From an optimization exercise on the open Yosys and OpenROAD flow, aimed at small area; shortcuts taken in it are not production practice. In this exercise RTL edits were held to simulation tests only and were not proved equivalent to the original.

`design.v`:
```
package sobel_pkg;
localparam MAX_PIXEL_BITS = 15;
localparam PIXEL_WIDTH_OUT = 8;
endpackage
import sobel_pkg::*;
module gray_scale_core (
    input  logic clk_i,
    input  logic nreset_i,
    input  logic start_i,
    input  logic finish_i,
    input  logic zero_px_i,           
    input  logic [MAX_PIXEL_BITS-1:0] px_q_i,
    output logic [PIXEL_WIDTH_OUT-1:0] out_px_gray_o
);
logic busy_q, valid_q, busy_nx;
logic [4:0] r, g, b;
assign busy_nx = busy_q ? ~finish_i : start_i;
always_ff @(posedge clk_i or negedge nreset_i) begin
    if (!nreset_i) begin
        busy_q  <= 1'b0;
        valid_q <= 1'b0;
    end else begin
        busy_q  <= busy_nx;
        valid_q <= busy_nx & ~zero_px_i;
    end
end
assign r = px_q_i[14:10];
assign g = px_q_i[9:5];
assign b = px_q_i[4:0];
assign out_px_gray_o = valid_q ?
    ({2'b0, r, 1'b0} + {5'b0, r[4:2]} + {1'b0, g, 2'b0} + {4'b0, g[4:1]} +
     {4'b0, b[4:1]} + {5'b0, b[4:2]}) : 8'd0;
endmodule
import sobel_pkg::*;
module sobel_core (
    input  logic [PIXEL_WIDTH_OUT-1:0] a, b, c, d, f, g, h, i,
    output logic [PIXEL_WIDTH_OUT-1:0] out_sobel_core_o
);
logic signed [10:0] s1, s2;
logic [6:0] m1, m2;
logic sat1, sat2;
assign s1 = ({3'b0, f} + {3'b0, h} + {3'b0, i}) - ({3'b0, a} + {3'b0, b} + {3'b0, d});
assign s2 = ({3'b0, b} + {3'b0, c} + {3'b0, f}) - ({3'b0, d} + {3'b0, g} + {3'b0, h});
assign sat1 = s1[10] ? ~(&s1[9:7] & |s1[6:0]) : |s1[9:7];
assign sat2 = s2[10] ? ~(&s2[9:7] & |s2[6:0]) : |s2[9:7];
assign m1 = s1[10] ? -s1[6:0] : s1[6:0];
assign m2 = s2[10] ? -s2[6:0] : s2[6:0];
assign out_sobel_core_o = (sat1 | sat2) ? 8'hff : {((m1 > m2) ? m1 : m2), 1'b0};
endmodule
import sobel_pkg::*;
module sobel_control (
    input  logic clk_i,
    input  logic nreset_i,
    input  logic start_i,
    input  logic finish_i,
    input  logic [PIXEL_WIDTH_OUT-1:0] in_px_gray_i,
    output logic [PIXEL_WIDTH_OUT-1:0] out_px_sobel_o,
    output logic px_ready_o
);
localparam logic [3:0] S_IDLE = 4'd0;    
localparam logic [3:0] S_F9   = 4'd9;
localparam logic [3:0] S_WAIT = 4'd10;
localparam logic [3:0] S_N1   = 4'd11;
localparam logic [3:0] S_N2   = 4'd12;
localparam logic [3:0] S_N3   = 4'd13;
localparam logic [3:0] S_N0   = 4'd14;
logic [3:0] st_q, st_nx;
logic shift, result;
logic [PIXEL_WIDTH_OUT-1:0] w1, w2, w3, w4, w5, w6, w7, w8;
logic [PIXEL_WIDTH_OUT-1:0] p2_q, res_q, core;
always_comb begin
    st_nx  = st_q;
    shift  = 1'b0;
    result = 1'b0;
    case (st_q)
        S_IDLE: if (start_i) st_nx = 4'd1;
        4'd1, 4'd2, 4'd3, 4'd4, 4'd5, 4'd6, 4'd7, 4'd8: begin
            st_nx = st_q + 4'd1;
            shift = 1'b1;
        end
        S_F9: begin
            st_nx  = S_WAIT;
            shift  = 1'b1;
            result = 1'b1;
        end
        S_WAIT: st_nx = S_N1;
        S_N1, S_N2: begin
            st_nx = finish_i ? S_IDLE : st_q + 4'd1;
            shift = ~finish_i;
        end
        S_N3: begin
            st_nx  = finish_i ? S_IDLE : S_N0;
            shift  = ~finish_i;
            result = ~finish_i;
        end
        S_N0: st_nx = finish_i ? S_IDLE : S_N1;
        default: st_nx = S_IDLE;
    endcase
end
always_ff @(posedge clk_i or negedge nreset_i) begin
    if (!nreset_i) begin
        st_q <= S_IDLE;
        p2_q <= '0;
    end else begin
        st_q <= st_nx;
        if (result) p2_q <= in_px_gray_i;
    end
end
always_ff @(posedge clk_i) begin
    if (shift) begin
        w1 <= w2; w2 <= w3; w3 <= w4; w4 <= w5;
        w5 <= w6; w6 <= w7; w7 <= w8; w8 <= in_px_gray_i;
    end
end
sobel_core sobel (
    .a(w1), .b(w2), .c(w3), .d(w4), .f(w6), .g(w7), .h(w8), .i(p2_q),
    .out_sobel_core_o(core)
);
always_ff @(posedge clk_i) res_q <= core;
assign px_ready_o = (st_q == S_WAIT) | (st_q == S_N0);
assign out_px_sobel_o = px_ready_o ? res_q : '0;
endmodule
import sobel_pkg::*;
module top_gray_sobel (
        input logic    clk_i,
        input logic    nreset_i,
        input logic    [1:0] select_i,
        input logic    finish_i,
        input logic    start_i,
        input logic    [MAX_PIXEL_BITS-1:0] in_pixel_i,
        output logic   [MAX_PIXEL_BITS-1:0] out_pixel_o,
        output logic   px_ready_sobel_o
    );
    logic [MAX_PIXEL_BITS-1:0] px_q;
    logic byp_q, byp_nx;
    logic [PIXEL_WIDTH_OUT-1:0] out_px_gray;
    logic [PIXEL_WIDTH_OUT-1:0] out_px_sobel;
    logic [PIXEL_WIDTH_OUT-1:0] in_px_gray;
    logic px_ready_sobel;
    wire sel0 = (select_i == 2'd0);
    wire sel1 = (select_i == 2'd1);
    wire sel2 = (select_i == 2'd2);
    wire sel3 = (select_i == 2'd3);
    always_ff @(posedge clk_i) px_q <= in_pixel_i;
    gray_scale_core gray_scale0 (
        .clk_i(clk_i),
        .nreset_i(nreset_i),
        .start_i(start_i & (sel0 | sel2)),
        .finish_i(finish_i),
        .zero_px_i(sel1),
        .px_q_i(px_q),
        .out_px_gray_o(out_px_gray)
    );
    assign in_px_gray = sel1 ? in_pixel_i[PIXEL_WIDTH_OUT-1:0] : sel2 ? out_px_gray : '0;
    sobel_control sobel0 (
        .clk_i(clk_i),
        .nreset_i(nreset_i),
        .start_i(start_i & (sel1 | sel2)),
        .finish_i(finish_i),
        .in_px_gray_i(in_px_gray),
        .out_px_sobel_o(out_px_sobel),
        .px_ready_o(px_ready_sobel)
    );
    assign byp_nx = byp_q ? ~finish_i : (start_i & sel3);
    always_ff @(posedge clk_i or negedge nreset_i) begin
        if (!nreset_i) byp_q <= 1'b0;
        else           byp_q <= byp_nx;
    end
    assign out_pixel_o = (sel1 | sel2) ? {7'b0, out_px_sobel} :
                         sel0          ? {7'b0, out_px_gray}  :
                         byp_q         ? px_q : '0;
    assign px_ready_sobel_o = (sel1 | sel2) & px_ready_sobel;
endmodule
```
`run.sh`:
```
#!/bin/bash
# synth_recipe.tcl (not shown) runs the flow's synth.tcl, then flattens the netlist and writes it again
# the make line also repeats each setting of config.mk as NAME=value (left out here)
make -C /OpenROAD-flow-scripts/flow DESIGN_CONFIG=/design/flow/config.mk WORK_HOME=/design/flow/orfs CLKGATE_MAP_FILE= SYNTH_SCRIPT=/design/flow/synth_recipe.tcl finish
```
`config.mk`:
```
export PLATFORM = sky130hd
export DESIGN_NAME = top_gray_sobel
export DESIGN_NICKNAME = top_gray_sobel
export VERILOG_FILES = /design/flow/design.v
export SDC_FILE = /design/flow/constraint.sdc
export NUM_CORES = 4
export LEC_CHECK = 0
export CAP_MARGIN = 20
export CORE_AREA = 10 10 290 290
export DIE_AREA = 0 0 300 300
export SLEW_MARGIN = 20
```
`constraint.sdc`:
```
create_clock -name core_clock -period 10.0 [get_ports {clk_i}]
set_input_delay 2.0000 -clock core_clock [delete_from_list [all_inputs] [get_ports {clk_i}]]
set_output_delay 2.0000 -clock core_clock [all_outputs]
set_load 0.01 [all_outputs]
```
==> results.py <==
metrics = {
    "logic_synthesis": {
        "netlist.area_leader.share_pct": 25.9,
        "netlist_area_sq_mm": 0.00741,
        "syn-num-nets": 840,
        "synth_top_cells_by_area": "edfxtp_1 (26%), fa_1 (18%), ha_1 (11%)",
        "synthesis.yosys.warnings": 3,
        "synth_seq_cells": 102,
        "synth_edf_count": 64,
        "synth.largest_area_cell": "edfxtp_1",
        "postSynthCellCount": 685,
        "asyncSetResetFlopFracSynth_pct": 14.7,
        "yosys_most_used_dff": "edfxtp_1",
        "yosys.cell_types.count": 57,
        "yosysSeqAreaShare_pct": 37.2,
        "post-synth-top-count-cell": "inv_1",
        "postSynthAreaPerCell_sq_um": 10.8,
        "synth.top_cells.by_count": "inv_1 (145), ha_1 (68), fa_1 (66)",
    },
    "route": {
        "postRouteAntennaNets": 0,
        "remaining_drc_errors": 0,
        "post_drt_via_cell_ratio": 2.70,
        "dr_total_vias": 4777,
        "route.detailed.wl_per_inst_microns": 9.22,
        "finalWirelength_microns": 16300,
        "initialDrtViolationCount": 203,
        "firstDrtPassIters": 4,
    },
    "cells_and_area": {
        "largest_reg_flops": 15,
        "design_area_sq_mm": 0.00933,
        "max_flop_register": "px_q",
        "n_fill_cell": 8943,
        "nNetsFinal": 878,
        "postLayoutCoreUtil_pct": 12.0,
        "insertedDiodeCount": 0,
        "share_of_post_route_cells_with_drive_strength_above_1_pct": 5.08,
        "areaGrowthSynthToFinish_pct": 25.9,
    },
    "min_path": {
        "worst_hold_startpoint": "sobel0.w5[2]",
        "number_of_cells_on_the_worst_hold_path": 0,
        "min_delay_worst_endpoint": "sobel0.w4[2]",
        "hp-class": "reg2reg",
    },
    "global_routing": {
        "gr-usage-all-layers_pct": 3.70,
        "initial_antenna_violation_count": 0,
        "grt_pass1_vias": 4948,
        "grt.overflow.total": 0,
        "grt_pass1_wl_microns": 26600,
        "grt_start_max_net_pins": 64,
    },
    "placed_design": {
        "post-dp-hpwl_microns": 13400,
        "postPlaceCellArea_sq_mm": 0.00905,
        "worst_setup_timing_slack_at_the_placement_stage_ps": 3230,
        "port-buffer-count": 36,
        "place.gp.congestion": 0.805,
    },
    "floorplan": {
        "chipWidth_microns": 300,
        "fp.dieArea_sq_mm": 0.0900,
        "top_level_ports": 37,
        "initial_core_utilization_pct": 9.55,
        "dieHeight_microns": 300,
        "std_cell_rows": 102,
        "design.core.area_sq_mm": 0.0776,
    },
    "clock_tree": {
        "worst_setup_hold_path_clk_slew_ps": 70,
        "tritoncts": "built",
        "hold_buffers": 0,
        "cts_num_sinks": 102,
        "insertion_delay_ps": 360,
        "post_cts.resized_instances": 0,
        "cts-root-buf": "clkbuf_16",
        "cts-buffers-inserted": 9,
        "cts_h_tree_lvls": 3,
        "cts_buffer_depth": 2,
        "postCtsSetupRepairBufs": 0,
    },
    "critical_path": {
        "critPathTopFamily": "adder cells",
        "critPathMaxStageDelay_ps": 700,
        "cp-end-kind": "output port",
        "worstPathMaxFanout": 5,
        "cp.buffers_inverters": 3,
        "worst_path_most_repeated_cell": "fa_1",
        "timing.critical_path.cells": "ha_1 -> fa_1 -> inv_1 -> fa_1 -> inv_1 -> fa_1 -> fa_1 -> ha_1 -> fa_1 -> xor2_1 -> a31oi_1 -> o21ai_0 -> clkdlybuf4s50_1",
        "criticalPathCategory": "reg2out",
        "rr_startpoint": "sobel0.w6[0]",
        "timing.reg2reg.worst_path_depth": 24,
        "cp_slowest_cell": "clkdlybuf4s50_1",
        "critical_path_required_ps": 8000,
        "critical_path.reg2reg.endpoint": "sobel0.res_q[1]",
        "arrival_ps": 5190,
        "rrSetupSlack_ps": 3570,
        "start_kind": "flop",
    },
    "sta": {
        "final-max-slew-violation-count": 0,
        "transition_at_the_pin_with_the_smallest_max_transition_slack_ps": 858,
        "worst_clock_skew_ps": 8.45,
        "finalWorstPathRequiredPeriod_ps": 7190,
        "report.final.hold_viol_count": 0,
        "setup_viol": 0,
        "max_freq_mhz": 139,
        "layout_setup_ws_ps": 2810,
        "final_min_period_over_clock_period_pct": 71.9,
        "grt_setup_unrepaired": "no",
        "slew_headroom_pct": 42.3,
        "setup-tns-final_ps": 0,
    },
    "outcome": {
        "outcome": "finished clean",
    },
    "flow_run": {
        "max_cap_viols": 0,
    },
}
logic make-up (layout without fill, tap and decap cells):
family / after synthesis / in the layout / synth area share [%]
AND/OR/NAND/NOR: 128 / 128 / 8.64
multiplexers: 9 / 9 / 1.28
adder cells (fa/ha/maj): 134 / 134 / 29.3
flip-flops: 102 / 102 / 37.2
AO/OA/AOI/OAI: 118 / 118 / 11.1
buffers and inverters: 155 / 198 / 7.85
XOR/XNOR: 39 / 39 / 4.61
stage by stage:
stage / hold slack, ps / instances
after detailed placement: 407 / 1752
after global placement: 402 / 1752
final: 425 / 1768
after floorplan: 400 / 685
after global routing: 426 / 1768
after CTS: 422 / 1768
layout by cell type, fill, tap and decap left out, types with 7 or more instances in the layout:
cell | Yosys | routed
inv_1 | 145 | 146
xnor2_1 | 22 | 22
and3_1 | 9 | 9
dfxtp_1 | 23 | 23
and2_1 | 7 | 7
dfrtp_1 | 15 | 15
ha_1 | 68 | 68
nand2_1 | 35 | 34
a21oi_1 | 24 | 24
o21ai_0 | 26 | 26
nand3_1 | 13 | 13
fa_1 | 66 | 66
clkdlybuf4s50_1 | 0 | 36
a21o_1 | 8 | 8
o21ai_1 | 8 | 8
nand2b_1 | 7 | 7
edfxtp_1 | 64 | 64
clkbuf_16 | 0 | 10
nor2_1 | 28 | 28
xor2_1 | 17 | 17
nor2b_1 | 12 | 12
worst reg2reg max path, stage by stage (launching register included):
cell      delay [ps]
edfxtp_1         430
ha_1             260
fa_1             420
a21o_1           200
a21oi_1          250
nor2b_1           80
o21a_1           180
or3_1            310
nand2_1           90
fa_1             440
fa_1             510
inv_1             40
ha_1             350
nand2_1           90
o21ai_1           90
a41oi_2          420
o21ai_1          150
xnor2_1          170
ha_1             330
a21o_1           160
a21o_1           170
a211oi_1         420
or2_2            300
mux2i_1          290
o211ai_1         130
worst max-delay path by stage:
stage,start,endpoint,cells after the start
2_1_floorplan,px_q[13],out_pixel_o[6],15
3_3_place_gp,px_q[13],out_pixel_o[4],13
3_5_place_dp,px_q[13],out_pixel_o[4],13
4_1_cts,px_q[13],out_pixel_o[4],13
5_1_grt,px_q[13],out_pixel_o[4],13
6_report,px_q[13],out_pixel_o[4],13
per-layer routing:
layer	wire (microns)	track usage, %	up-vias
li1	-	-	2357
met1	7950	4.95	2331
met2	7190	5.57	69
met3	833	1.09	20
met4	323	1.33	0
met5	0	0	-
layout make-up:
type / instances / area, sq um / area share [%]
multi-input cells: 428 / 4080 / 43.7
inverters: 145 / 544 / 5.83
flip-flops and latches: 102 / 2760 / 29.5
clock inverters: 5 / 32.5 / 0.349
clock buffers: 11 / 254 / 2.72
repair buffers: 37 / 368 / 3.94
well taps: 1040 / 1300 / 13.9

## what the ideal ports hide
Ports are ideal in the flow. The routed layout listed here was re-timed in OpenROAD. Step 1: set_driving_cell puts a clkbuf_16 on clk_i and a buf_2 on each other input, an assumption about the parent block. Step 2 moves the port delays by t, midway between the first and last clock arrival at a register: inputs arrive t later, outputs are due t later. That takes back most of the time a late clock gives input paths. Three values: ideal, step 1, step 2; two values: the first two.
t (ns): 0.406
setup slack, ns: 2.809 / 2.758 / 3.164
slew at the worst register clock pin (ns): 0.07 / 0.07
worst slew at a driven data input, ns: 0.10
After both steps this run still meets setup and hold. The setup slack of this run moves by -0.051 ns with the drivers and by +0.355 ns with both steps.
